This design comes from an exercise in tuning for small area on the open sky130 flow, not from production work.
RTL that was checked went through simulation tests only; none was proved equivalent to the original.
Function not checked in runs 1 and 2: the RTL went through the layout flow alone.
No activity file was given, so power comes from the tool's default toggle rates.

==> design.v <==
module dataGenerator(
    input  wire        clk,
    input  wire [3:0]  psel,      
    input  wire        restart,
    input  wire        advance,
    output reg  [63:0] v
);
wire p0 = psel[0];
wire p1 = psel[1];
wire p2 = psel[2];
wire p3 = psel[3];
wire a0 = advance & p0;
wire a1 = advance & p1;
wire a2 = advance & p2;
wire a3 = advance & p3;
wire [3:0] blk_ones;
genvar i, b;
generate
    for (b = 0; b < 4; b = b + 1) begin : ones
        assign blk_ones[b] = &v[16*b+15:16*b];
    end
endgenerate
wire [4:0] cb;                                  
assign cb[0] = a1 | (a2 & v[63]);
assign cb[1] = (cb[0] & blk_ones[0]) | (a2 & v[15]);
assign cb[2] = (cb[1] & blk_ones[1]) | (a2 & v[31]) | (a3 & (&v[31:28]));
assign cb[3] = (cb[2] & blk_ones[2]) | (a2 & v[47]);
assign cb[4] = cb[3] & blk_ones[3];
wire [64:0] c;                                  
wire [63:0] ci = c[63:0] | ({64{a2}} & v);     
generate
    for (i = 0; i <= 64; i = i + 1) begin : chain
        if (i % 16 == 0)
            assign c[i] = cb[i/16];
        else if (i % 8 == 0)
            assign c[i] = ci[i-1] & v[i-1] & ~p0;
        else if (i % 8 == 3)
            assign c[i] = (ci[i-1] & v[i-1]) | a0;
        else if (i == 4 || i == 28)
            assign c[i] = (ci[i-1] & v[i-1]) | a3;
        else
            assign c[i] = ci[i-1] & v[i-1];
    end
endgenerate
wire [63:0] t = v ^ ci;
wire       ch_max   = c[12];           
wire       ts_max   = c[64];           
wire       marker   = ~|v[3:0];        
wire [3:0] id       = v[3:0];
wire [3:0] id_next  = ch_max ? ((id == 4'hE) ? 4'h1 : id + 4'h1) : id;
reg [63:0] n;
always @* begin
    n = t;
    if (advance & p3) begin
        n[3:0]   = id_next;
        n[4]     = t[4] | ch_max;
        n[12]    = (v[23] ^ v[17] ^ v[15]) | marker;
        n[27:13] = v[26:12];
        n[28]    = t[28] | ts_max;
    end
end
reg [63:0] k;
always @* begin
    k = 64'd0;
    if (advance) begin
        if (p0) k = 64'h0706050403020100;
        if (p2) k = 64'h0000000000000001;
        if (p3) k = {36'h000000001, 16'h0123, 8'h01, 4'h1};
    end else begin
        if (p0) k = 64'hFFFEFDFCFBFAF9F8;
        if (p1) k = 64'hFFFFFFFFFFFFFFFF;
        if (p2) k = 64'h8000000000000000;
        if (p3) k = {36'hFFFFFFFFF, 16'h8091, 8'hFF, 4'h0};
    end
end
always @(posedge clk)
    v <= (restart & (|psel)) ? k : n;
endmodule
module checkData(
    input  wire        clk,
    input  wire [63:0] data_to_check,
    input  wire [3:0]  psel,
    input  wire        reset_err_counter,
    input  wire        reset_pattern,
    input  wire        check_for_errors,
    input  wire        enable_pattern,
    output wire [31:0] error_count
);
wire [63:0] correct_data;
wire [63:0] diff = data_to_check ^ correct_data;
wire mismatch = (|diff[27:0]) | (~psel[3] & (|diff[63:28]));
wire inc = check_for_errors & mismatch;
skip_counter #(.W(32)) errors (
    .clk(clk),
    .inc(inc),
    .clr(reset_err_counter),
    .q(error_count)
);
dataGenerator dataGenCheck(
    .clk(clk),
    .psel(psel),
    .restart(reset_pattern),
    .advance(enable_pattern),
    .v(correct_data)
);
endmodule
module ok_stream_tester(
	input  wire        clk,
	input  wire        rst,
	input  wire        start_timer,
	input  wire        stop_timer,
	input  wire        reset_pattern,
	input  wire [31:0] pattern,
	input  wire        src_almost_full,
	output wire [63:0] src_data,
	output reg         src_valid,
	input  wire        snk_empty,
	output wire        snk_rd_en,
	input  wire        snk_valid,
	input  wire [63:0] snk_data,
	output wire [63:0] clk_counts,
	output reg         timer_on,
	output wire [31:0] error_count
);
wire [63:0] generated_data;
wire        enable_gener = timer_on & ~src_almost_full;
wire        count        = start_timer | timer_on;
wire        known = ~|pattern[31:2];
wire [3:0]  psel  = {4{known}} & {pattern[1:0] == 2'd3, pattern[1:0] == 2'd2,
                                  pattern[1:0] == 2'd1, pattern[1:0] == 2'd0};
assign src_data  = {generated_data[31:0], generated_data[63:32]};
assign snk_rd_en = ~snk_empty;
skip_counter #(.W(64)) timer (
	.clk(clk),
	.inc(count),
	.clr(rst),
	.q(clk_counts)
);
always @(posedge clk) begin
	timer_on  <= ~stop_timer & (start_timer | (timer_on & ~rst));
	src_valid <= enable_gener;
end
dataGenerator generateData (
	.clk(clk),
	.psel(psel),
	.restart(reset_pattern),
	.advance(enable_gener),
	.v(generated_data)
);
checkData checkDataFromPipeIn (
	.clk(clk),
	.data_to_check({snk_data[31:0], snk_data[63:32]}),
	.psel(psel),
	.reset_err_counter(rst),
	.reset_pattern(reset_pattern),
	.check_for_errors(snk_valid),
	.enable_pattern(snk_rd_en),
	.error_count(error_count)
);
endmodule
module skip_counter #(
	parameter W = 64,
	parameter B = 16
) (
	input  wire         clk,
	input  wire         inc,
	input  wire         clr,
	output reg  [W-1:0] q
);
wire [W/B:0] cb;
wire [W:0]   c;
assign cb[0] = inc;
genvar i, b;
generate
	for (b = 0; b < W/B; b = b + 1) begin : blk
		assign cb[b+1] = cb[b] & (&q[B*b+B-1:B*b]);
		assign c[B*b] = cb[b];
		for (i = B*b + 1; i < B*b + B; i = i + 1) begin : bt
			assign c[i] = c[i-1] & q[i-1];
		end
	end
endgenerate
wire keep = inc | ~clr;
always @(posedge clk)
	q <= (q ^ c[W-1:0]) & {W{keep}};
endmodule
==> flow/run.sh <==
#!/bin/bash
# Standard ORFS layout with smaller port buffers and a leaner clock tree.
set -euo pipefail
export BUFFER_PORTS_ARGS="-buffer_cell sky130_fd_sc_hd__buf_1"
export CTS_ARGS="-sink_clustering_enable -repair_clock_nets -dont_use_dummy_load -buf_list sky130_fd_sc_hd__clkbuf_16 -sink_clustering_size 30 -sink_clustering_max_diameter 80"
bash standard.sh > standard.log 2>&1
==> standard.sh <==
#!/bin/bash
# synth_recipe.tcl (not shown) runs the flow's synth.tcl, then flattens the netlist and writes it again
# the make line also repeats each setting of config.mk as NAME=value (left out here)
make -C /OpenROAD-flow-scripts/flow DESIGN_CONFIG=/design/flow/config.mk WORK_HOME=/design/flow/orfs CLKGATE_MAP_FILE= SYNTH_SCRIPT=/design/flow/synth_recipe.tcl "${@:-finish}"
==> config.mk <==
export PLATFORM = sky130hd
export DESIGN_NAME = ok_stream_tester
export DESIGN_NICKNAME = ok_stream_tester
export VERILOG_FILES = /design/flow/design.v
export SDC_FILE = /design/flow/constraint.sdc
export NUM_CORES = 4
export LEC_CHECK = 0
export CAP_MARGIN = 20
export CORE_MARGIN = 2
export CORE_UTILIZATION = 40
export SLEW_MARGIN = 20
==> constraint.sdc <==
create_clock -name core_clock -period 10.0 [get_ports {clk}]
set_input_delay 2.0000 -clock core_clock [delete_from_list [all_inputs] [get_ports {clk}]]
set_output_delay 2.0000 -clock core_clock [all_outputs]
set_load 0.01 [all_outputs]
==> results.txt, run 1 <==
outcome no timing/DRC/antenna violations; post-synthesis compound-gate area fraction 13.3%; # nets final 1,850; Synth Area in Adders 20.9%; CTS sink count 226; root buf cell clkbuf_16; num rows 64; total congestion overflow 0; Final Critical Period 8.25 ns; Ports 267; core area 30,700 µm²; placed cells 1,913; Port Buffers 266; all-layer global routing usage 20.4%; global routing's busiest layer met2; hold_buf cts 0; CP Max Fanout 31; fmax 121 MHz; final worst path period share 82.5%; Remaining DRCs 0; Hold EP timer.q[63]; Post-Syn Instances 1,304; Chip Width 181 µm; PwrDens 121 nW/µm²; Routed WL 34.0 mm; worst min-delay path class reg -> reg; post-synthesis instance area 12,600 µm²; Setup WS pre-CTS 1.24 ns; starting density of the core 40.9%; CTS max path bufs 3; CTS Buf Count 16; CTS tree yes; initial drt markers 589; Top FF cell, synth dfxtp_1; Seq/Total Area, Yosys 36.6%; Cell variety after synth 57; Syn Nets 1,618; largest family of logic cells by synthesized area adder cells; required time of the worst setup path 10.39 ns; Clock Skews 0.0529 ns; Finished Layout Cells 1,930; share of flip-flops with an asynchronous set or reset 0%; Synth Area in XOR/XNOR 5.22%; first-pass GRT wire length 54.3 mm; kind of critical path in -> reg; die area 32,900 µm²; CP most frequent cell ha_1; HPWL after DPL 25.6 mm; Post-synth EDFFs 8; total power 1.74 mW; r2r setup slk 3.12 ns; RSZ-0062 raised after global routing no; Reg2Reg Launch Point generateData.v[0]; hold path cells 2; WP data arrival 8.64 ns; routability cong. 0.827; TNS Setup 0 ns; endpoints failing setup 0; vias in the first global route 9,748; chip height 181 µm; met3 Use GR 4.17%; GRT met2 Usage 33.1%; Post-CTS Setup Bufs 0; Pre-antenna DRT Iters 6; crit end category flop; FF+latch count, synth 226; setup ws final 1.75 ns; Peak VDD IR 0.110 mV; final hold violations 0; CP peak stage delay 0.45 ns; capturing point of the worst reg2reg path generateData.v[63]; Mean Syn Cell Area 9.64 µm²; H-Tree Depth 1; startpoint types input pin; reg2reg path depth 37; n_diodes 0; hold_sp timer.q[63]; initial antenna violation count 0; vias 10,300; Clock transition at path regs 0.08 ns; Worst-Skew Late Latency 0.51 ns; area delta synth->final 14.1%; Antenna Nets Post-Route 0; Via density 5.34; GRT met1 Usage 27.7%; max-slew violations 0; slew at the pin closest to its max-slew limit 0.885 ns; share of cells above drive strength 1 3.52%; Rel. slew slack 40.8%; Max stage delay cell, worst path nand2b_1; mux cell area share after synthesis 1.60%; max cap viols 0; routed len/inst 17.6 µm; post-CTS resize count 0; hold_ws 0.510 ns; Leak 7.76 nW; synth warn 4; largest net degree at the start of global routing 64; Post-Synth Simple-Gate Area 19.9%
[power breakdown]
part | leakage (nW) | internal, mW | switching, mW | total, mW
sequential | 1.86 | 0.936 | 0.0454 | 0.981
clock | 0.197 | 0.286 | 0.314 | 0.600
combinational | 5.71 | 0.0755 | 0.0823 | 0.158
[cells by family after synthesis]
logic type,after synthesis
flops,226
mux,20
xor+xnor,75
simple gates,453
buf+inv,76
compound gates,244
fa+ha+maj,210
[flip-flops by register name, indices dropped and copies added, names as in the netlist]
register                            cells
generateData.v                         64
checkDataFromPipeIn.errors.q           32
timer.q                                64
checkDataFromPipeIn.dataGenCheck.v     64
src_valid                               1
timer_on                                1
[per-stage QoR]
step           util (%)  cell area [µm²]
6_report           46.7            14400
5_1_grt            46.7            14400
4_1_cts            46.6            14300
3_5_place_dp       45.3            13900
3_3_place_gp       45.3            13900
2_1_floorplan         -            12600
[worst max path at each step]
| stage | from | to | slack (ns) |
|---|---|---|---|
| 2_1_floorplan | pattern[1] | checkDataFromPipeIn.dataGenCheck.v[14] | 1.66 |
| 3_3_place_gp | pattern[0] | generateData.v[47] | 1.31 |
| 3_5_place_dp | pattern[0] | generateData.v[47] | 1.24 |
| 4_1_cts | pattern[0] | generateData.v[47] | 1.74 |
| 5_1_grt | pattern[0] | generateData.v[47] | 1.36 |
| 6_report | pattern[0] | generateData.v[47] | 1.75 |
[cell usage after synthesis (29+ instances only)]
cell | n | area [µm²]
dfxtp_1 | 218 | 4360
ha_1 | 210 | 2630
nand2_1 | 162 | 608
a21o_1 | 85 | 638
nor2b_1 | 62 | 388
nand4_1 | 56 | 350
clkbuf_1 | 52 | 195
xnor2_1 | 51 | 447
a21oi_1 | 38 | 190
nor2_1 | 38 | 143
o21ai_0 | 35 | 175
and2_1 | 33 | 206
nand3_1 | 29 | 145
[placed cells by master, fill, tap and decap left out, drive strengths merged, types with 11 or more instances in the layout]
cell type / count
nor3: 20
nor2b: 62
xnor2: 51
a21o: 85
dfxtp: 218
nor4: 25
clkbuf: 16
buf: 281
and2: 33
nand2: 163
nand3: 29
a21oi: 38
mux2i: 19
nand4: 58
xor2: 24
a211o: 20
o22ai: 11
o21ai: 36
nor2: 40
ha: 210
[critical path, delay by kind of cell]
family          cells  cell delay (ns)
buf+inv             3             0.54
compound gates     16             2.68
simple gates        3             0.68
fa+ha+maj          15             2.65
mux                 1             0.07
[routing by layer]
metal	vias to the layer above	routed length (µm)	share of wire [%]
met5	-	0	0
met4	0	742	2.2
met3	38	2360	6.9
met2	306	15500	45
met1	4818	15500	45
li1	5148	-	-
[final cells by class]
| type | instances | area, µm² |
|---|---|---|
| multi-input combinational | 1002 | 7690 |
| fill | 3003 | 16400 |
| clock buffer | 16 | 400 |
| inverter | 9 | 33.8 |
| tap | 396 | 495 |
| sequential | 226 | 4600 |
| timing repair buffer | 281 | 1130 |
==> run 2, diff against run 1 <==
==> flow/run.sh (replaced) <==
#!/bin/bash
# Standard ORFS layout with smaller port buffers and a leaner clock tree.
set -euo pipefail
export BUFFER_PORTS_ARGS="-buffer_cell sky130_fd_sc_hd__buf_1"
export CTS_ARGS="-sink_clustering_enable -repair_clock_nets -dont_use_dummy_load -buf_list sky130_fd_sc_hd__clkbuf_8 -sink_clustering_size 18 -sink_clustering_max_diameter 50"
bash standard.sh > standard.log 2>&1
==> run 2 against run 1 <==
Global-route usage up 0.26 points. First-iteration DRC count up 12%. Register-to-register slack about the same. Core utilization up 0.22 points. Still clean. Sequential power about the same. Die area unchanged. Clock skew up 0.0055 ns. Synthesized cell count unchanged.
==> results.txt, run 2 <==
outcome no timing/DRC/antenna violations; worst min-delay path class reg -> reg; total congestion overflow 0; num rows 64; Ports 267; startpoint types input pin; Peak VDD IR 0.0898 mV; most frequent cells in the layout buf_1, dfxtp_1, ha_1; Yosys top cell by area dfxtp_1; vias 10,500; Via density 5.37; top post-synthesis cells by area dfxtp_1, ha_1, a21o_1; placed cells 1,913; Cell variety after synth 57; Remaining DRCs 0; first-pass GRT wire length 54.7 mm; Worst-Skew Late Latency 0.54 ns; crit end category flop; Final Critical Period 8.23 ns; endpoints failing setup 0; max cap viols 0; CTS Buf Count 34; Mean Syn Cell Area 9.64 µm²; most common cell after layout, fill and taps aside buf_1; routability cong. 0.827; core area 30,700 µm²; Rel. slew slack 40.8%; Routed WL 34.2 mm; top-area cell type share of the netlist area 34.7%; post-CTS resize count 0; hold_sp timer.q[63]; Leak 7.81 nW; largest net degree at the start of global routing 64; Top FF cell, synth dfxtp_1; top cells by count, synth dfxtp_1, ha_1, nand2_1; CP most frequent cell ha_1; root buf cell clkbuf_8; largest family of logic cells by synthesized area adder cells; WP data arrival 8.66 ns; Post-Synth Simple-Gate Area 19.9%; Post-synth EDFFs 8; n_diodes 0; max-slew violations 0; HPWL after DPL 25.6 mm; Setup WS pre-CTS 1.24 ns; most numerous cell in the Yosys netlist dfxtp_1; TNS Setup 0 ns; mux cell area share after synthesis 1.60%; Synth Area in Adders 20.9%; post-synthesis instance area 12,600 µm²; CTS sink count 226; fmax 122 MHz; clock share of power 35.7%; area of the multi-input gates 7690 µm²; initial antenna violation count 0; CTS max path bufs 3; Seq/Total Area, Yosys 36.6%; Port Buffers 266; Antenna Nets Post-Route 0; H-Tree Depth 2; FF+latch count, synth 226; Post-CTS Setup Bufs 0; setup ws final 1.77 ns; hold path cells 2; Max stage delay cell, worst path or3b_2; FILL cells 3,010; starting density of the core 40.9%; routed len/inst 17.6 µm; required time of the worst setup path 10.43 ns; post-route cell area 14,400 µm²; Comb pwr share 8.9%; chip height 181 µm; RSZ-0062 raised after global routing no; NetSw 459 µW; share of flip-flops with an asynchronous set or reset 0%; post-synthesis compound-gate area fraction 13.3%; share of cells above drive strength 1 4.64%; synth warn 4; slew at the pin closest to its max-slew limit 0.884 ns; Internal 1.31 mW; reg2reg path depth 37; # nets final 1,868; die area 32,900 µm²; kind of critical path in -> reg; Clock Skews 0.0583 ns; Finished Layout Cells 1,948; Top Registers checkDataFromPipeIn.dataGenCheck.v: 64 flops, generateData.v: 64 flops, timer.q: 64 flops; Synth Area in XOR/XNOR 5.22%; initial drt markers 661; Switching Share 25.9%; Chip Width 181 µm; Reg power frac 55.4%; Post-DP Area 13,900 µm²; CP Max Fanout 16; final worst path period share 82.3%; PwrDens 123 nW/µm²; Critical Path Source pattern[0]; area delta synth->final 14.6%; CP peak stage delay 0.45 ns; total power 1.77 mW; all-layer global routing usage 20.7%; Post-Syn Instances 1,304; Syn Nets 1,618; final hold violations 0; Reg area 4600 µm²; Reg2Reg Launch Point generateData.v[3]; vias in the first global route 9,915; Clock transition at path regs 0.05 ns; hold_buf cts 0; Pre-antenna DRT Iters 5; CTS tree yes
==> run 2: cell families after synthesis <==
| group | count (synthesis) |
|---|---|
| compound gates | 244 |
| xor+xnor | 75 |
| flops | 226 |
| mux | 20 |
| fa+ha+maj | 210 |
| simple gates | 453 |
| buf+inv | 76 |
==> run 2: metal layers <==
layer | vias up | wire, µm | global-route usage [%]
met5 | - | 0 | 0
met4 | 0 | 893 | 6.15
met3 | 56 | 2610 | 4.90
met2 | 372 | 15500 | 33.2
met1 | 4846 | 15200 | 27.5
li1 | 5179 | - | -
==> run 2: path summary, 6_finish.rpt <==
kind	end	slack, ns
min reg2reg	timer.q[63]	0.50
max reg2reg	generateData.v[63]	3.13
min	timer.q[63]	0.50
max	generateData.v[63]	1.77
==> run 2: final cells by class <==
cell class | instances | area share (%)
multi-input cells | 1002 | 53.3
flip-flops and latches | 226 | 31.9
repair buffers | 281 | 7.82
well taps | 396 | 3.44
clock buffers | 34 | 3.25
inverters | 9 | 0.234
==> run 2: power groups by stage <==
stage	sequential, mW	clock [mW]	combinational (mW)
after floorplan	0.992	0	0.0950
after global routing	0.984	0.699	0.178
after detailed placement	1.00	0	0.158
after global placement	0.999	0	0.154
final	0.981	0.634	0.158
after CTS	0.980	0.658	0.159
==> run 2: worst max-delay path: cells and delay by family <==
kind	cells	cell delay, ns
adders and majority gates	15	2.63
AOI/OAI and AO/OA	16	2.57
and+or+nand+nor	4	1.12
buffers and inverters	2	0.28
muxes	1	0.08
==> run 2: metrics by stage <==
step | hold slack, ns | util (%)
global placement | 0.490 | 45.3
CTS | 0.510 | 46.9
finish | 0.500 | 46.9
global route | 0.538 | 46.9
detailed placement | 0.495 | 45.3
floorplan | 0.508 | -
==> run 3, diff against run 2 <==
--- a/design.v
+++ b/design.v
@@ -23,10 +23,10 @@
 wire [4:0] cb;                                  
 assign cb[0] = a1 | (a2 & v[63]);
-assign cb[1] = (cb[0] & blk_ones[0]) | (a2 & v[15]);
+assign cb[1] = cb[0] & blk_ones[0];
 assign cb[2] = (cb[1] & blk_ones[1]) | (a2 & v[31]) | (a3 & (&v[31:28]));
 assign cb[3] = (cb[2] & blk_ones[2]) | (a2 & v[47]);
 assign cb[4] = cb[3] & blk_ones[3];
 wire [64:0] c;                                  
-wire [63:0] ci = c[63:0] | ({64{a2}} & v);     
+wire [63:0] ci = c[63:0] | ({{36{a2}}, 15'd0, {13{a2}}} & v);  
 generate
     for (i = 0; i <= 64; i = i + 1) begin : chain
@@ -37,6 +37,8 @@
         else if (i % 8 == 3)
             assign c[i] = (ci[i-1] & v[i-1]) | a0;
-        else if (i == 4 || i == 28)
+        else if (i == 4)
             assign c[i] = (ci[i-1] & v[i-1]) | a3;
+        else if (i == 28)
+            assign c[i] = (ci[i-1] & v[i-1]) | (a2 & v[27]) | a3;
         else
             assign c[i] = ci[i-1] & v[i-1];
@@ -52,9 +54,10 @@
 always @* begin
     n = t;
-    if (advance & p3) begin
+    if (a2 | a3)
+        n[27:13] = v[26:12];
+    if (a3) begin
         n[3:0]   = id_next;
         n[4]     = t[4] | ch_max;
         n[12]    = (v[23] ^ v[17] ^ v[15]) | marker;
-        n[27:13] = v[26:12];
         n[28]    = t[28] | ts_max;
     end
==> flow/run.sh (replaced) <==
#!/bin/bash
# Standard ORFS layout with smaller port buffers and a leaner clock tree.
set -euo pipefail
export BUFFER_PORTS_ARGS="-buffer_cell sky130_fd_sc_hd__buf_1"
export CTS_ARGS="-sink_clustering_enable -repair_clock_nets -dont_use_dummy_load -buf_list sky130_fd_sc_hd__clkbuf_16 -sink_clustering_size 30 -sink_clustering_max_diameter 80"
bash standard.sh > standard.log 2>&1
--- a/config.mk
+++ b/config.mk
@@ -6,4 +6,5 @@
 export NUM_CORES = 4
 export LEC_CHECK = 0
+export ABC_AREA = 1
 export CAP_MARGIN = 20
 export CORE_MARGIN = 2
==> run 3 against run 2 <==
Clock power is 6.5% lower. Still clean on timing, DRC and antenna. Synthesized area decreased by 1.3%. Sequential power shrank 5.3%.
==> results.txt, run 3 <==
outcome no timing/DRC/antenna violations; Peak VDD IR 0.118 mV; most numerous cell in the Yosys netlist nand2_1; post-synthesis instance area 12,400 µm²; initial drt markers 479; most frequent cells in the layout buf_1, nand2_1, dfxtp_1; core area 30,600 µm²; Post-synth EDFFs 8; endpoints failing setup 0; Ports 267; all-layer global routing usage 18.6%; Clock transition at path regs 0.08 ns; vias in the first global route 9,936; # nets final 2,025; TNS Setup 0 ns; Rel. slew slack 30.6%; Post-CTS Setup Bufs 0; starting density of the core 40.6%; worst min-delay path class reg -> reg; final hold violations 0; CTS Buf Count 16; total congestion overflow 0; Pre-antenna DRT Iters 5; top-area cell type share of the netlist area 35.1%; hold path cells 2; num rows 64; Top Registers checkDataFromPipeIn.dataGenCheck.v: 64 flops, generateData.v: 64 flops, timer.q: 64 flops; Remaining DRCs 0; top post-synthesis cells by area dfxtp_1, ha_1, nand2_1; top cells by count, synth nand2_1, dfxtp_1, ha_1; reg2reg path depth 40; Via density 4.92; Port Buffers 266; Chip Width 180 µm; CP Max Fanout 12; share of cells above drive strength 1 3.63%; Seq/Total Area, Yosys 37.1%; routability cong. 0.842; routed len/inst 14.5 µm; PwrDens 113 nW/µm²; setup ws final 1.50 ns; Max stage delay cell, worst path buf_1; chip height 180 µm; CTS max path bufs 3; Mean Syn Cell Area 8.51 µm²; Post-Syn Instances 1,459; final worst path period share 85.0%; HPWL after DPL 23.0 mm; CP peak stage delay 0.51 ns; r2r setup slk 3.30 ns; CTS sink count 226; die area 32,500 µm²; Cell variety after synth 50; max cap viols 0; crit end category flop; Antenna Nets Post-Route 0; Finished Layout Cells 2,105; Reg2Reg Launch Point checkDataFromPipeIn.dataGenCheck.v[0]; Worst-Skew Late Latency 0.51 ns; hold_buf cts 0; capturing point of the worst reg2reg path checkDataFromPipeIn.dataGenCheck.v[63]; WP data arrival 8.92 ns; area delta synth->final 14.2%; hold_sp checkDataFromPipeIn.errors.q[31]; Hold EP checkDataFromPipeIn.errors.q[31]; H-Tree Depth 1; CTS tree yes; first-pass GRT wire length 50.6 mm; Setup WS pre-CTS 1.04 ns; max-slew violations 0; Leak 7.79 nW; most common cell after layout, fill and taps aside buf_1; CP most frequent cell ha_1; Clock Skews 0.0607 ns; fmax 118 MHz; slew at the pin closest to its max-slew limit 1.04 ns; Top FF cell, synth dfxtp_1; post-CTS resize count 0; share of flip-flops with an asynchronous set or reset 0%; placed cells 2,089; FF+latch count, synth 226; required time of the worst setup path 10.42 ns; startpoint types input pin; Yosys top cell by area dfxtp_1; n_diodes 0; kind of critical path in -> reg; Final Critical Period 8.50 ns; Routed WL 30.4 mm; synth warn 4; Syn Nets 1,773; initial antenna violation count 0; root buf cell clkbuf_16; vias 10,400; RSZ-0062 raised after global routing no; largest net degree at the start of global routing 101
-- run 3: cell count changes after synthesis, sizes merged, moves of 15 or more --
cell,previous run,this run
or2,1,16
mux2i,19,0
nor2b,62,0
clkbuf,52,18
nor2,40,172
inv,8,156
a21oi,38,7
nand2,163,262
and2,33,1
a21o,85,52
o21bai,0,25
o21ai,36,67
-- run 3: how the worst max path moves through the flow --
stage / from / to / slack, ns / cells after the start
2_1_floorplan: pattern[31] / generateData.v[63] / 1.90 / 41
3_3_place_gp: pattern[0] / checkDataFromPipeIn.dataGenCheck.v[14] / 1.15 / 39
3_5_place_dp: pattern[0] / generateData.v[63] / 1.04 / 39
4_1_cts: pattern[0] / checkDataFromPipeIn.dataGenCheck.v[63] / 1.51 / 41
5_1_grt: pattern[0] / checkDataFromPipeIn.dataGenCheck.v[63] / 0.97 / 41
6_report: pattern[0] / checkDataFromPipeIn.dataGenCheck.v[63] / 1.50 / 41
-- run 3: stage by stage --
step / total power [mW] / cell area (µm²) / util (%) / hold WS (ns)
after floorplan: 0.997 / 12400 / - / 0.522
after global placement: 1.03 / 13800 / 45.0 / 0.506
after detailed placement: 1.04 / 13800 / 45.1 / 0.519
after CTS: 1.63 / 14200 / 46.4 / 0.537
after global routing: 1.68 / 14200 / 46.4 / 0.577
final: 1.61 / 14200 / 46.4 / 0.532
-- run 3: layout make-up --
type                       count  area [µm²]
fill                        3119       16400
multi-input combinational   1031        7000
sequential                   226        4600
timing repair buffer         276        1080
inverter                     160         607
tap                          396         495
clock buffer                  16         400
-- run 3: worst max-delay path: cells and delay by family --
kind | cells | cell delay, ns
xor+xnor | 1 | 0.15
simple gates | 9 | 1.04
buf+inv | 2 | 0.71
compound gates | 14 | 2.41
fa+ha+maj | 15 | 2.60
-- run 3: cell families after synthesis --
group	after synthesis	synth area share, %
adder cells (fa/ha/maj)	210	21.2
AO/OA/AOI/OAI	186	10.0
flip-flops	226	37.1
AND/OR/NAND/NOR	566	20.2
XOR/XNOR	69	4.87
buffers and inverters	202	6.63
-- run 3: power breakdown --
group	internal, mW	total, mW	leakage [nW]	switching, mW
Combinational	0.0352	0.0856	5.73	0.0504
Sequential	0.918	0.929	1.86	0.0116
Clock	0.285	0.593	0.197	0.308
Total	1.24	1.61	7.79	0.370
-- run 3: routing by layer --
layer	vias to the layer above	track usage [%]	share of wire (%)
met5	-	0	0
met2	213	30.0	45
met4	0	5.03	2.7
li1	5357	-	-
met1	4748	25.8	48
met3	46	3.07	4.7
==> run 4, diff against run 3 <==
==> flow/run.sh (replaced) <==
#!/bin/bash
# Standard ORFS layout with smaller port buffers and a leaner clock tree.
set -euo pipefail
export BUFFER_PORTS_ARGS="-buffer_cell sky130_fd_sc_hd__buf_1"
export CTS_ARGS="-sink_clustering_enable -repair_clock_nets -dont_use_dummy_load -buf_list sky130_fd_sc_hd__clkbuf_8 -sink_clustering_size 24 -sink_clustering_max_diameter 60"
bash standard.sh > standard.log 2>&1
==> run 4 against run 3 <==
Still clean. Final area is 0.49% lower. Register-to-register slack hardly changed. Non-clock buffer count stayed put. Critical path depth stayed put. Fmax is 0.53% higher. Core utilization is 0.23 points lower. Clock power is 11% lower. Synthesized area stayed put. Hold slack worse by 0.0012 ns. Synthesized cell count stayed put. Critical path type unchanged. Largest cell class unchanged. Largest power group unchanged.
==> results.txt, run 4 <==
WP data arrival 8.91 ns; Comb pwr share 5.6%; CP peak stage delay 0.51 ns; Pre-antenna DRT Iters 5; routability cong. 0.842; Post-synth EDFFs 8; RSZ-0062 raised after global routing no; crit end category flop; hold_buf cts 0; largest net degree at the start of global routing 101; CP Max Fanout 12; area of the multi-input gates 7000 µm²; Remaining DRCs 0; initial drt markers 518; CP bufs+invs 2; CTS sink count 226; final worst path period share 84.5%; HPWL after DPL 23.0 mm; Switching Share 24.3%; Post-DP Area 13,800 µm²; Routed WL 30.6 mm; Leak 7.76 nW; Port Buffers 266; FILL cells 3,126; top cells by count, synth nand2_1, dfxtp_1, ha_1; r2r setup slk 3.29 ns; setup ws final 1.55 ns; # nets final 2,033; Via density 4.92; FF+latch count, synth 226; clock share of power 34.1%; CTS Buf Count 24; Final Critical Period 8.45 ns; Crit path max-delay family adder cells; max-slew violations 0; routed len/inst 14.5 µm; die area 32,500 µm²; Seq/Total Area, Yosys 37.1%; CTS tree yes; num rows 64; CP endpoint checkDataFromPipeIn.dataGenCheck.v[63]; Critical Path Source pattern[0]; most common cell after layout, fill and taps aside buf_1; CTS max path bufs 3; fmax 118 MHz; total congestion overflow 0; slew at the pin closest to its max-slew limit 1.04 ns; first-pass GRT wire length 50.8 mm; area delta synth->final 13.7%; Yosys top cell by area dfxtp_1; Post-CTS Setup Bufs 0; vias 10,400; Finished Layout Cells 2,113; kind of critical path in -> reg; all-layer global routing usage 18.7%; Peak VDD IR 0.0758 mV; Top FF cell, synth dfxtp_1; Reg2Reg Launch Point checkDataFromPipeIn.dataGenCheck.v[0]; capturing point of the worst reg2reg path checkDataFromPipeIn.dataGenCheck.v[63]; WP depth 41; n_diodes 0; Reg area 4600 µm²; share of cells above drive strength 1 4.08%; Top Registers checkDataFromPipeIn.dataGenCheck.v: 64 flops, generateData.v: 64 flops, timer.q: 64 flops; Setup WS pre-CTS 1.04 ns; Clock Skews 0.0924 ns; startpoint types input pin; root buf cell clkbuf_8; Antenna Nets Post-Route 0; most frequent cells in the layout buf_1, nand2_1, dfxtp_1; Chip Width 180 µm; required time of the worst setup path 10.46 ns; Reg power frac 60.3%; share of flip-flops with an asynchronous set or reset 0%; TNS Setup 0 ns; top post-synthesis cells by area dfxtp_1, ha_1, nand2_1; post-synthesis instance area 12,400 µm²; max cap viols 0; reg2reg path depth 40; CP most frequent cell ha_1; synth warn 4; post-CTS resize count 0; outcome no timing/DRC/antenna violations; Clock transition at path regs 0.08 ns; Rel. slew slack 30.9%; endpoints failing setup 0; Cell variety after synth 50; Post-Syn Instances 1,459; post-route cell area 14,100 µm²; final hold violations 0; Max stage delay cell, worst path buf_1; Internal 1.17 mW; H-Tree Depth 1; NetSw 374 µW; chip height 180 µm; initial antenna violation count 0; Syn Nets 1,773; Worst-Skew Late Latency 0.58 ns; placed cells 2,089; Ports 267; most numerous cell in the Yosys netlist nand2_1; PwrDens 109 nW/µm²; starting density of the core 40.6%; vias in the first global route 9,971; core area 30,600 µm²; top-area cell type share of the netlist area 35.1%; worst min-delay path class reg -> reg; Mean Syn Cell Area 8.51 µm²
## run 4: cell count changes in the layout (fill, tap and decap cells not counted)
cell and change:
clkbuf_8 +24, clkbuf_16 -16
## run 4: worst min-delay path by stage
stage / end / cells past startpoint / slack, ns / startpoint
6_report: checkDataFromPipeIn.errors.q[31] / 2 / 0.53 / checkDataFromPipeIn.errors.q[31]
5_1_grt: timer.q[63] / 2 / 0.58 / timer.q[63]
4_1_cts: checkDataFromPipeIn.errors.q[31] / 2 / 0.54 / checkDataFromPipeIn.errors.q[31]
3_5_place_dp: checkDataFromPipeIn.errors.q[31] / 2 / 0.52 / checkDataFromPipeIn.errors.q[31]
3_3_place_gp: checkDataFromPipeIn.errors.q[31] / 2 / 0.51 / checkDataFromPipeIn.errors.q[31]
2_1_floorplan: checkDataFromPipeIn.dataGenCheck.v[15] / 2 / 0.52 / checkDataFromPipeIn.dataGenCheck.v[14]
## run 4: metrics by stage
| stage | total power, mW | util [%] | hold slack, ns |
|---|---|---|---|
| global placement | 1.03 | 45.0 | 0.506 |
| detailed placement | 1.04 | 45.1 | 0.519 |
| global route | 1.62 | 46.1 | 0.580 |
| floorplan | 0.997 | - | 0.522 |
| finish | 1.54 | 46.1 | 0.531 |
| CTS | 1.57 | 46.1 | 0.537 |
## run 4: layer usage
layer / wire length, µm / global-route usage (%) / vias to the layer above
li1: - / - / 5365
met1: 14500 / 25.7 / 4757
met2: 13600 / 30.2 / 227
met3: 1610 / 3.09 / 49
met4: 861 / 5.19 / 0
met5: 0 / 0 / -
## run 4: power groups by stage
stage	Combinational [mW]	Clock, mW	Sequential, mW
after global routing	0.0988	0.586	0.932
after floorplan	0.0431	0	0.954
final	0.0857	0.525	0.929
after detailed placement	0.0873	0	0.950
after CTS	0.0876	0.552	0.930
after global placement	0.0851	0	0.950
## run 4: cell families (layout without fill, tap and decap cells)
group | count (synthesis) | after routing | synth area share [%]
AOI/OAI and AO/OA | 186 | 186 | 10.0
xor gates and xnor gates | 69 | 69 | 4.87
adders and majority gates | 210 | 210 | 21.2
buffers and inverters | 202 | 460 | 6.63
DFF | 226 | 226 | 37.1
and+or+nand+nor | 566 | 566 | 20.2
## run 4: worst register-to-register path, delay by kind of cell (launching register included)
kind	cells	cell delay (ns)
buffers and inverters	1	0.12
xor gates and xnor gates	1	0.15
DFF	1	0.55
AOI/OAI and AO/OA	14	2.39
adders and majority gates	15	2.59
and+or+nand+nor	9	0.84
## run 4: cell type report
class	instances	share of cell area, %
Timing Repair Buffer	276	7.66
Sequential cell	226	32.6
Inverter	160	4.30
Multi-Input combinational cell	1031	49.6
Clock buffer	24	2.34
Tap cell	396	3.51
==> run 5, diff against run 4 <==
--- a/config.mk
+++ b/config.mk
@@ -6,5 +6,5 @@
 export NUM_CORES = 4
 export LEC_CHECK = 0
-export ABC_AREA = 1
+export ABC_AREA = 0
 export CAP_MARGIN = 20
 export CORE_MARGIN = 2
==> run 5 against run 4 <==
Clock power rose by 6.3%. Sequential share of layout area fell by 0.83 points. Synthesized cell count fell by 9.0%. Largest cell class unchanged. Count of clock-buffer cells in the layout rose by 3. Still clean on timing, DRC and antenna. Sequential power rose by 3.4%. Largest power group unchanged. Setup slack improved by 0.40 ns. Critical path depth fell by 2. Flip-flop and latch count did not move. Clock skew fell by 0.028 ns.
==> results.txt, run 5 <==
outcome no timing/DRC/antenna violations; die area 33,200 µm²; endpoints failing setup 0; Antenna Nets Post-Route 0; Post-Syn Instances 1,328; RSZ-0062 raised after global routing no; CP bufs+invs 2; top post-synthesis cells by area dfxtp_1, ha_1, a21o_1; CTS Buf Count 27; initial antenna violation count 1; share of flip-flops with an asynchronous set or reset 0%; Chip Width 182 µm; Clock Skews 0.0641 ns; Final Critical Period 8.05 ns; HPWL after DPL 25.4 mm; most numerous cell in the Yosys netlist dfxtp_1; Reg power frac 57.2%; CP Max Fanout 26; Seq/Total Area, Yosys 36.2%; initial drt markers 572; share of cells above drive strength 1 4.46%; clock share of power 33.2%; n_diodes 0; routed len/inst 17.5 µm; first-pass GRT wire length 54.8 mm; max-slew violations 0; core area 31,400 µm²; max cap viols 0; crit end category flop; root buf cell clkbuf_8; Via density 5.42; vias 10,700; CP peak stage delay 0.33 ns; Syn Nets 1,642; top cells by count, synth dfxtp_1, ha_1, nand2_1; most frequent cells in the layout buf_1, dfxtp_1, ha_1; most common cell after layout, fill and taps aside buf_1; required time of the worst setup path 10.51 ns; top-area cell type share of the netlist area 34.3%; Switching Share 26.5%; fmax 124 MHz; Post-CTS Setup Bufs 0; Worst-Skew Late Latency 0.59 ns; Cell variety after synth 59; FF+latch count, synth 226; slew at the pin closest to its max-slew limit 1.12 ns; Top Registers checkDataFromPipeIn.dataGenCheck.v: 64 flops, generateData.v: 64 flops, timer.q: 64 flops; CP most frequent cell ha_1; Routed WL 34.5 mm; starting density of the core 40.5%; Clock transition at path regs 0.10 ns; Rel. slew slack 25.1%; Internal 1.23 mW; hold path cells 2; Leak 7.80 nW; Ports 267; CTS tree yes; final hold violations 0; reg2reg path depth 38; TNS Setup 0 ns; Finished Layout Cells 1,970; final worst path period share 80.5%; Pre-antenna DRT Iters 5; synth warn 4; Peak VDD IR 0.105 mV; total congestion overflow 0; post-CTS resize count 0; vias in the first global route 10,100; chip height 182 µm; Port Buffers 266; WP data arrival 8.56 ns; placed cells 1,943; Max stage delay cell, worst path buf_4; kind of critical path in -> reg; H-Tree Depth 1; # nets final 1,884; Remaining DRCs 0; startpoint types input pin; WP depth 39; Yosys top cell by area dfxtp_1; NetSw 444 µW; post-synthesis instance area 12,700 µm²; worst min-delay path class reg -> reg; num rows 65; largest net degree at the start of global routing 65; Mean Syn Cell Area 9.57 µm²; Post-synth EDFFs 8; all-layer global routing usage 20.5%; routability cong. 0.865; hold_buf cts 0; CTS max path bufs 3; Top FF cell, synth dfxtp_1; Crit path max-delay family compound AO/OA/AOI/OAI gates; Comb pwr share 9.5%; area delta synth->final 13.9%; CTS sink count 226; PwrDens 116 nW/µm²
run 5: cell count changes after synthesis, sizes merged, moves of 31 or more:
cell / delta
nand2: -136
nor2b: +67
clkbuf: +33
inv: -115
a21oi: +31
xnor2: -35
a21o: +43
xor2: +42
nor2: -132
run 5: worst min-delay path, cell delays in order (launching register included):
cell and delay, ns:
dfxtp_1 0.34, xnor2_1 0.07, nor2_1 0.08
run 5: power groups by stage:
stage	clock (mW)	combinational, mW	sequential (mW)
final	0.558	0.160	0.961
after global routing	0.615	0.182	0.965
after CTS	0.583	0.162	0.961
after detailed placement	0	0.161	0.982
after global placement	0	0.158	0.981
after floorplan	0	0.0868	0.984
run 5: logic make-up after synthesis:
kind of cell,share of synthesized area (%)
and+or+nand+nor,17.1
xor gates and xnor gates,5.24
DFF,36.2
muxes,2.13
AOI/OAI and AO/OA,15.0
adders and majority gates,20.7
buffers and inverters,3.63
run 5: path summary, 6_finish.rpt:
path	start	to	slack, ns
worst max-delay path	pattern[1]	generateData.v[63]	1.95
worst min-delay path	timer.q[63]	timer.q[63]	0.53
worst max register to register	timer_on	generateData.v[63]	3.23
worst min register to register	timer.q[63]	timer.q[63]	0.53
run 5: metrics by stage:
step / worst slack [ns] / area (µm²) / power [mW] / hold WS (ns) / utilization (%)
finish: 1.95 / 14500 / 1.68 / 0.532 / 46.1
global route: 1.56 / 14500 / 1.76 / 0.560 / 46.1
global placement: 1.41 / 14100 / 1.14 / 0.491 / 44.9
CTS: 1.96 / 14500 / 1.71 / 0.525 / 46.1
floorplan: 1.81 / 12700 / 1.07 / 0.499 / -
detailed placement: 1.34 / 14100 / 1.14 / 0.510 / 44.9
run 5: area by class of cell:
cell class / instances / area [µm²]
inverter: 41 / 154
tap: 402 / 503
clock buffer: 27 / 372
timing repair buffer: 285 / 1140
multi-input combinational: 989 / 7710
sequential: 226 / 4600
fill: 3132 / 16900
run 5: routing by layer:
layer | GRT usage, % | up-vias | routed length, µm
li1 | - | 5277 | -
met1 | 27.8 | 5035 | 15700
met2 | 33.2 | 308 | 15600
met3 | 3.99 | 50 | 2280
met4 | 5.42 | 2 | 848
met5 | 0 | - | 16
==> run 6, diff against run 5 <==
--- a/config.mk
+++ b/config.mk
@@ -6,7 +6,7 @@
 export NUM_CORES = 4
 export LEC_CHECK = 0
-export ABC_AREA = 0
-export CAP_MARGIN = 20
+export ABC_AREA = 1
+export CAP_MARGIN = 0
 export CORE_MARGIN = 2
 export CORE_UTILIZATION = 40
-export SLEW_MARGIN = 20
+export SLEW_MARGIN = 0
==> run 6 against run 5 <==
Synthesized cell count grew 9.9%. Total power down 8.4%. Clock skew grew 0.0049 ns. Flip-flop and latch count is the same. Register-to-register slack improved by 0.10 ns. Sequential share of layout area up 0.87 points. Count of clock-buffer cells in the layout decreased by 3. Via count down 2.7%. Global-route usage is 1.8 points lower. Critical endpoint is now checkDataFromPipeIn.dataGenCheck.v[14]. Largest cell class unchanged.
==> results.txt, run 6 <==
CP Max Fanout 19; largest net degree at the start of global routing 101; Pre-antenna DRT Iters 4; crit end category flop; Syn Nets 1,773; share of cells above drive strength 1 4.02%; met3 Use GR 3.05%; CP peak stage delay 0.51 ns; top-area cell type share of the netlist area 35.1%; post-CTS resize count 0; capturing point of the worst reg2reg path checkDataFromPipeIn.dataGenCheck.v[63]; slew at the pin closest to its max-slew limit 1.10 ns; Remaining DRCs 0; startpoint types input pin; top cells by count, synth nand2_1, dfxtp_1, ha_1; Post-synth EDFFs 8; initial drt markers 489; Top FF cell, synth dfxtp_1; CTS Buf Count 24; endpoints failing setup 0; area delta synth->final 13.6%; hold_buf cts 0; fmax 118 MHz; setup ws final 1.53 ns; core area 30,600 µm²; initial antenna violation count 0; most frequent cells in the layout buf_1, nand2_1, dfxtp_1; Final Critical Period 8.47 ns; Ports 267; CP most frequent cell ha_1; top post-synthesis cells by area dfxtp_1, ha_1, nand2_1; routability cong. 0.842; Reg2Reg Launch Point checkDataFromPipeIn.dataGenCheck.v[0]; most common cell after layout, fill and taps aside buf_1; H-Tree Depth 1; max-slew violations 0; Seq/Total Area, Yosys 37.1%; Chip Width 180 µm; n_diodes 0; CTS sink count 226; vias in the first global route 9,788; num rows 64; Antenna Nets Post-Route 0; WP data arrival 8.86 ns; r2r setup slk 3.33 ns; Setup WS pre-CTS 1.02 ns; FF+latch count, synth 226; hold_ws 0.532 ns; Peak VDD IR 0.0846 mV; RSZ-0062 raised after global routing no; TNS Setup 0 ns; kind of critical path in -> reg; Leak 7.75 nW; CTS max path bufs 3; Final Util 46.1%; worst min-delay path class reg -> reg; Clock transition at path regs 0.09 ns; reg2reg path depth 40; # nets final 2,032; Critical Path Source pattern[0]; routed len/inst 14.5 µm; root buf cell clkbuf_8; CP endpoint checkDataFromPipeIn.dataGenCheck.v[14]; most numerous cell in the Yosys netlist nand2_1; final worst path period share 84.7%; HPWL after DPL 22.9 mm; synth warn 4; Clock Skews 0.0689 ns; Top Registers checkDataFromPipeIn.dataGenCheck.v: 64 flops, generateData.v: 64 flops, timer.q: 64 flops; Post-CTS Setup Bufs 0; PwrDens 109 nW/µm²; post-synthesis instance area 12,400 µm²; Max stage delay cell, worst path buf_1; all-layer global routing usage 18.7%; first-pass GRT wire length 50.6 mm; Rel. slew slack 26.7%; Via density 4.92; Routed WL 30.6 mm; vias 10,400; starting density of the core 40.6%; Yosys top cell by area dfxtp_1; Port Buffers 266; required time of the worst setup path 10.39 ns; CTS tree yes; final hold violations 0; chip height 180 µm; GRT met1 Usage 25.9%; Mean Syn Cell Area 8.51 µm²; outcome no timing/DRC/antenna violations; GRT met2 Usage 30.6%; Post-Syn Instances 1,459; global routing's busiest layer met2; share of flip-flops with an asynchronous set or reset 0%; total congestion overflow 0; Worst-Skew Late Latency 0.58 ns; max cap viols 0; die area 32,500 µm²; Cell variety after synth 50
[run 6: changes by cell type after synthesis, moves of 42 or more]
cell / before / now
nand2_1: 126 / 261
inv_1: 40 / 148
nor2b_1: 67 / 0
xor2_1: 67 / 25
a21o_1: 95 / 52
nor2_1: 39 / 163
[run 6: cell type report]
type,instances,area [µm²]
flip-flops and latches,226,4600
multi-input cells,1031,7000
fillers,3163,16500
inverters,160,607
well taps,396,495
clock buffers,24,330
repair buffers,275,1070
[run 6: metrics by stage]
step / total power, mW / instance area, µm² / std cells
after global placement: 1.03 / 13800 / 2088
after detailed placement: 1.04 / 13800 / 2088
after CTS: 1.57 / 14100 / 2112
final: 1.54 / 14100 / 2112
after global routing: 1.62 / 14100 / 2112
after floorplan: 0.997 / 12400 / 1459
[run 6: critical path, delay by kind of cell]
family          cells  cell delay [ns]
buf+inv             4             0.99
compound gates     14             2.21
fa+ha+maj          15             2.76
simple gates        6             0.89
[run 6: worst min-delay path by stage]
stage,startpoint,end,cells past startpoint
after detailed placement,timer.q[63],timer.q[63],2
after floorplan,checkDataFromPipeIn.dataGenCheck.v[14],checkDataFromPipeIn.dataGenCheck.v[15],2
final,checkDataFromPipeIn.errors.q[31],checkDataFromPipeIn.errors.q[31],2
after global placement,checkDataFromPipeIn.errors.q[31],checkDataFromPipeIn.errors.q[31],2
after CTS,checkDataFromPipeIn.errors.q[31],checkDataFromPipeIn.errors.q[31],2
after global routing,timer.q[63],timer.q[63],2
[run 6: routing by layer]
layer | up-vias | share of wire, %
li1 | 5356 | -
met1 | 4772 | 48
met2 | 218 | 45
met3 | 35 | 4.9
met4 | 0 | 2.0
met5 | - | 0
[run 6: cell families after synthesis]
kind of cell	Yosys count	share of synthesized area (%)
buffers and inverters	202	6.63
XOR/XNOR	69	4.87
flip-flops	226	37.1
AO/OA/AOI/OAI	186	10.0
AND/OR/NAND/NOR	566	20.2
adder cells (fa/ha/maj)	210	21.2
[run 6: power by group]
| group | internal, mW | switching (mW) |
|---|---|---|
| clock | 0.213 | 0.310 |
| combinational | 0.0352 | 0.0505 |
| sequential | 0.918 | 0.0117 |
| total | 1.17 | 0.372 |
==> run 7, diff against run 6 <==
==> flow/run.sh (replaced) <==
#!/bin/bash
# Standard ORFS layout with smaller port buffers and a leaner clock tree.
set -euo pipefail
export BUFFER_PORTS_ARGS="-buffer_cell sky130_fd_sc_hd__buf_1"
export CTS_ARGS="-sink_clustering_enable -repair_clock_nets -dont_use_dummy_load -buf_list sky130_fd_sc_hd__clkbuf_16 -sink_clustering_size 30 -sink_clustering_max_diameter 150"
bash standard.sh > standard.log 2>&1
==> run 7 against run 6 <==
Core utilization is 0.18 points lower. Register-to-register slack about the same. Largest cell class unchanged. Hold slack gained 0.0064 ns. Still clean. Critical path type unchanged. Count of clock-buffer cells in the layout fell by 13. Clock power decreased by 6.5%. Combinational power hardly changed. Via count is 0.76% lower. Critical endpoint unchanged. Synthesized cell count unchanged. Fmax down 0.23%. Final area is 0.39% lower.
==> results.txt, run 7 <==
vias 10,300; slew at the pin closest to its max-slew limit 1.10 ns; final hold violations 0; Seq/Total Area, Yosys 37.1%; RSZ-0062 raised after global routing no; most numerous cell in the Yosys netlist nand2_1; routed len/inst 14.4 µm; Clock Skews 0.0402 ns; Remaining DRCs 0; Finished Layout Cells 2,099; PwrDens 107 nW/µm²; WP data arrival 8.85 ns; core area 30,600 µm²; share of cells above drive strength 1 3.29%; Post-Syn Instances 1,459; HPWL after DPL 22.9 mm; final worst path period share 84.9%; die area 32,500 µm²; top post-synthesis cells by area dfxtp_1, ha_1, nand2_1; chip height 180 µm; top-area cell type share of the netlist area 35.1%; CP Max Fanout 19; CTS max path bufs 3; Post-CTS Setup Bufs 0; H-Tree Depth 1; post-CTS resize count 0; Peak VDD IR 0.0863 mV; Cell variety after synth 50; kind of critical path in -> reg; max cap viols 0; CP peak stage delay 0.51 ns; most common cell after layout, fill and taps aside buf_1; Critical Path Source pattern[0]; worst min-delay path class reg -> reg; Pre-antenna DRT Iters 5; setup ws final 1.51 ns; post-synthesis instance area 12,400 µm²; max-slew violations 0; CTS Buf Count 11; Rel. slew slack 26.2%; Via density 4.91; vias in the first global route 9,674; Ports 267; share of flip-flops with an asynchronous set or reset 0%; required time of the worst setup path 10.36 ns; Syn Nets 1,773; top cells by count, synth nand2_1, dfxtp_1, ha_1; fmax 118 MHz; n_diodes 0; Post-DP Area 13,800 µm²; Top FF cell, synth dfxtp_1; largest net degree at the start of global routing 101; CTS tree yes; first-pass GRT wire length 50.0 mm; Leak 7.72 nW; hold_ws 0.539 ns; Antenna Nets Post-Route 0; all-layer global routing usage 18.4%; placed cells 2,088; Reg2Reg Launch Point checkDataFromPipeIn.dataGenCheck.v[0]; crit end category flop; most frequent cells in the layout buf_1, nand2_1, dfxtp_1; root buf cell clkbuf_16; outcome no timing/DRC/antenna violations; CP most frequent cell ha_1; starting density of the core 40.6%; synth warn 4; Clock transition at path regs 0.12 ns; endpoints failing setup 0; Yosys top cell by area dfxtp_1; Final Util 45.9%; CTS sink count 226; routability cong. 0.842; Max stage delay cell, worst path buf_1; num rows 64; Post-synth EDFFs 8; initial antenna violation count 0; Setup WS pre-CTS 1.02 ns; hold_sp checkDataFromPipeIn.errors.q[31]; Worst-Skew Late Latency 0.48 ns; Mean Syn Cell Area 8.51 µm²; startpoint types input pin; Routed WL 30.2 mm; Top Registers checkDataFromPipeIn.dataGenCheck.v: 64 flops, generateData.v: 64 flops, timer.q: 64 flops; Port Buffers 266; Final Critical Period 8.49 ns; # nets final 2,019; initial drt markers 501; hold_buf cts 0; FF+latch count, synth 226; total power 1.50 mW; TNS Setup 0 ns; area delta synth->final 13.1%; total congestion overflow 0; post-route cell area 14,000 µm²; Chip Width 180 µm
==> run 7: cell families (layout without fill, tap and decap cells) <==
logic type / Yosys count / after routing / synth area share [%]
buffers and inverters: 202 / 446 / 6.63
adder cells (fa/ha/maj): 210 / 210 / 21.2
flip-flops: 226 / 226 / 37.1
XOR/XNOR: 69 / 69 / 4.87
AND/OR/NAND/NOR: 566 / 566 / 20.2
AO/OA/AOI/OAI: 186 / 186 / 10.0
==> run 7: layout make-up <==
cell class / count / area, µm²
clock buffer: 11 / 275
fill: 3156 / 16500
inverter: 160 / 607
multi-input combinational: 1031 / 7000
sequential: 226 / 4600
tap: 396 / 495
timing repair buffer: 275 / 1070
==> run 7: worst max-delay path: cells and delay by family <==
family | cells | cell delay, ns
AND/OR/NAND/NOR | 6 | 0.89
adder cells (fa/ha/maj) | 15 | 2.76
buffers and inverters | 4 | 0.98
AO/OA/AOI/OAI | 14 | 2.22
==> run 7: path summary, 6_finish.rpt <==
kind / end / slack, ns / cells after the start
min: checkDataFromPipeIn.errors.q[31] / 0.54 / 2
min reg2reg: checkDataFromPipeIn.errors.q[31] / 0.54 / 2
max reg2reg: checkDataFromPipeIn.dataGenCheck.v[63] / 3.32 / 40
max: checkDataFromPipeIn.dataGenCheck.v[14] / 1.51 / 39
==> run 7: per-layer routing <==
layer	track usage [%]	share of wire [%]
met1	26.0	49
met2	30.2	45
met3	2.53	4.8
met4	3.45	1.4
met5	0	0
==> run 7: where the power goes <==
group / internal, mW / switching [mW]
clock: 0.200 / 0.288
sequential: 0.918 / 0.0116
combinational: 0.0352 / 0.0505
==> run 8, diff against run 7 <==
==> flow/run.sh (replaced) <==
#!/bin/bash
# Standard ORFS layout with smaller port buffers and a leaner clock tree.
set -euo pipefail
export BUFFER_PORTS_ARGS="-buffer_cell sky130_fd_sc_hd__buf_1"
export CTS_ARGS="-sink_clustering_enable -repair_clock_nets -dont_use_dummy_load -buf_list sky130_fd_sc_hd__clkbuf_4 -sink_clustering_size 10 -sink_clustering_max_diameter 40"
bash standard.sh > standard.log 2>&1
==> run 8 against run 7 <==
Setup slack better by 0.11 ns. Combinational power hardly changed. Largest power group unchanged. Sequential share of layout area is 0.082 points lower. Clock skew is 0.028 ns higher. Final area is 0.25% higher.
==> results.txt, run 8 <==
final hold violations 0; Rel. slew slack 27.0%; total power 1.52 mW; post-route cell area 14,100 µm²; Post-DP Area 13,800 µm²; largest net degree at the start of global routing 101; Max stage delay cell, worst path buf_1; most common cell after layout, fill and taps aside buf_1; Post-synth EDFFs 8; FF+latch count, synth 226; share of flip-flops with an asynchronous set or reset 0%; starting density of the core 40.6%; Leak 7.77 nW; # nets final 2,049; synth warn 4; NetSw 378 µW; Comb pwr share 5.6%; crit end category flop; most numerous cell in the Yosys netlist nand2_1; startpoint types input pin; CP peak stage delay 0.51 ns; Antenna Nets Post-Route 0; Worst-Skew Late Latency 0.65 ns; vias 10,500; area delta synth->final 13.4%; CTS sink count 226; required time of the worst setup path 10.48 ns; vias in the first global route 9,912; Pre-antenna DRT Iters 5; Top FF cell, synth dfxtp_1; Mean Syn Cell Area 8.51 µm²; largest family of logic cells by synthesized area adder cells; root buf cell clkbuf_4; Peak VDD IR 0.0924 mV; Synth Area in XOR/XNOR 4.87%; final worst path period share 83.8%; CP Max Fanout 19; initial antenna violation count 1; CTS max path bufs 3; endpoints failing setup 0; Clock transition at path regs 0.08 ns; max-slew violations 0; Ports 267; PwrDens 108 nW/µm²; all-layer global routing usage 18.8%; top cells by count, synth nand2_1, dfxtp_1, ha_1; Syn Nets 1,773; Clock Skews 0.0687 ns; WP data arrival 8.86 ns; TNS Setup 0 ns; max cap viols 0; core area 30,600 µm²; Via density 4.92; clock share of power 33.2%; post-CTS resize count 0; Synth Area in Adders 21.2%; CP most frequent cell ha_1; setup ws final 1.62 ns; Switching Share 24.9%; most frequent cells in the layout buf_1, nand2_1, dfxtp_1; Post-Syn Instances 1,459; CTS Buf Count 41; share of cells above drive strength 1 4.96%; num rows 64; post-synthesis compound-gate area fraction 10.0%; Chip Width 180 µm; Top Registers checkDataFromPipeIn.dataGenCheck.v: 64 flops, generateData.v: 64 flops, timer.q: 64 flops; slew at the pin closest to its max-slew limit 1.09 ns; HPWL after DPL 22.9 mm; first-pass GRT wire length 50.7 mm; Post-CTS Setup Bufs 0; worst min-delay path class reg -> reg; initial drt markers 516; die area 32,500 µm²; fmax 119 MHz; routed len/inst 14.4 µm; Yosys top cell by area dfxtp_1; top post-synthesis cells by area dfxtp_1, ha_1, nand2_1; Remaining DRCs 0; Final Critical Period 8.38 ns; RSZ-0062 raised after global routing no; hold_ws 0.532 ns; kind of critical path in -> reg; Internal 1.14 mW; total congestion overflow 0; Cell variety after synth 50; mux cell area share after synthesis 0%; Routed WL 30.7 mm; Reg power frac 61.2%; Finished Layout Cells 2,130; Final Util 46.0%; chip height 180 µm; Port Buffers 266; Seq/Total Area, Yosys 37.1%; post-synthesis instance area 12,400 µm²; top-area cell type share of the netlist area 35.1%; H-Tree Depth 2; Setup WS pre-CTS 1.02 ns; hold_buf cts 0; Post-Synth Simple-Gate Area 20.2%; routability cong. 0.842; CTS tree yes; outcome no timing/DRC/antenna violations; placed cells 2,088
run 8: cell type report:
cell class | count | area (µm²)
repair buffers | 275 | 1070
well taps | 396 | 495
diodes | 1 | 2.50
clock buffers | 41 | 308
multi-input cells | 1031 | 7000
inverters | 160 | 607
flip-flops and latches | 226 | 4600
fillers | 3176 | 16500
run 8: final timing paths:
check                                   start                                endpoint  slack [ns]  depth (start not counted)
max                                pattern[0]  checkDataFromPipeIn.dataGenCheck.v[14]        1.62                         39
min          checkDataFromPipeIn.errors.q[31]        checkDataFromPipeIn.errors.q[31]        0.53                          2
max reg2reg                          timer_on                      generateData.v[62]        3.36                         38
min reg2reg  checkDataFromPipeIn.errors.q[31]        checkDataFromPipeIn.errors.q[31]        0.53                          2
run 8: logic make-up after synthesis:
logic type | count (synthesis)
buffers and inverters | 202
flip-flops | 226
XOR/XNOR | 69
adder cells (fa/ha/maj) | 210
AO/OA/AOI/OAI | 186
AND/OR/NAND/NOR | 566
run 8: critical path: cells and delay by family:
kind            cells  cell delay [ns]
fa+ha+maj          15             2.76
compound gates     14             2.23
buf+inv             4             0.98
simple gates        6             0.89
run 8: power by group through the flow:
| stage | logic [mW] | registers (mW) | clock network [mW] |
|---|---|---|---|
| floorplan | 0.0431 | 0.954 | 0 |
| global placement | 0.0851 | 0.950 | 0 |
| detailed placement | 0.0875 | 0.950 | 0 |
| CTS | 0.0877 | 0.930 | 0.535 |
| global route | 0.0995 | 0.932 | 0.576 |
| finish | 0.0857 | 0.929 | 0.503 |
run 8: routing by layer:
layer	track usage [%]	part of all wire, %	vias up
li1	-	-	5407
met1	25.7	48	4783
met2	30.2	44	236
met3	3.74	5.5	56
met4	5.32	2.4	0
met5	0	0	-

==> afterwards: timing with drivers on the ports <==
How much do the figures lean on ideal ports? The routed layouts below were timed once more, with nothing changed but the port constraints.
Step 1 assumes that a clkbuf_16 drives the clock port and a buf_2 every other input.
Step 2 times the ports against the registers' clock, not the clock port: input delays grow and output delays shrink by t, the midpoint of the rising clock arrivals with the driver on.
a / b / c = ideal ports / drivers / drivers and shift; a / b = the first two.
run | t, ns | slack for setup (ns) | worst setup path after step 2 | latest minus earliest clock arrival (ns) | worst register clock-pin slew, ns
run 1 | 0.528 | 1.745 / 1.771 / 1.243 | input to register | 0.054 / 0.054 | 0.11 / 0.11
run 2 | 0.554 | 1.770 / 1.793 / 1.239 | input to register | 0.058 / 0.058 | 0.09 / 0.09
run 3 | 0.533 | 1.501 / 1.499 / 0.965 | input to register | 0.061 / 0.061 | 0.10 / 0.10
run 4 | 0.582 | 1.546 / 1.532 / 0.950 | input to register | 0.092 / 0.092 | 0.11 / 0.11
run 5 | 0.606 | 1.947 / 1.968 / 1.362 | input to register | 0.064 / 0.064 | 0.10 / 0.10
run 6 | 0.583 | 1.531 / 1.523 / 0.940 | input to register | 0.083 / 0.083 | 0.10 / 0.10
run 7 | 0.510 | 1.511 / 1.503 / 0.993 | input to register | 0.047 / 0.047 | 0.12 / 0.12
run 8 | 0.665 | 1.619 / 1.607 / 0.941 | input to register | 0.079 / 0.079 | 0.11 / 0.11
After both steps setup and hold are still met in every run listed. For run 8, which loses most, drivers alone change the setup slack by -0.012 ns; drivers and shift together by -0.678 ns.
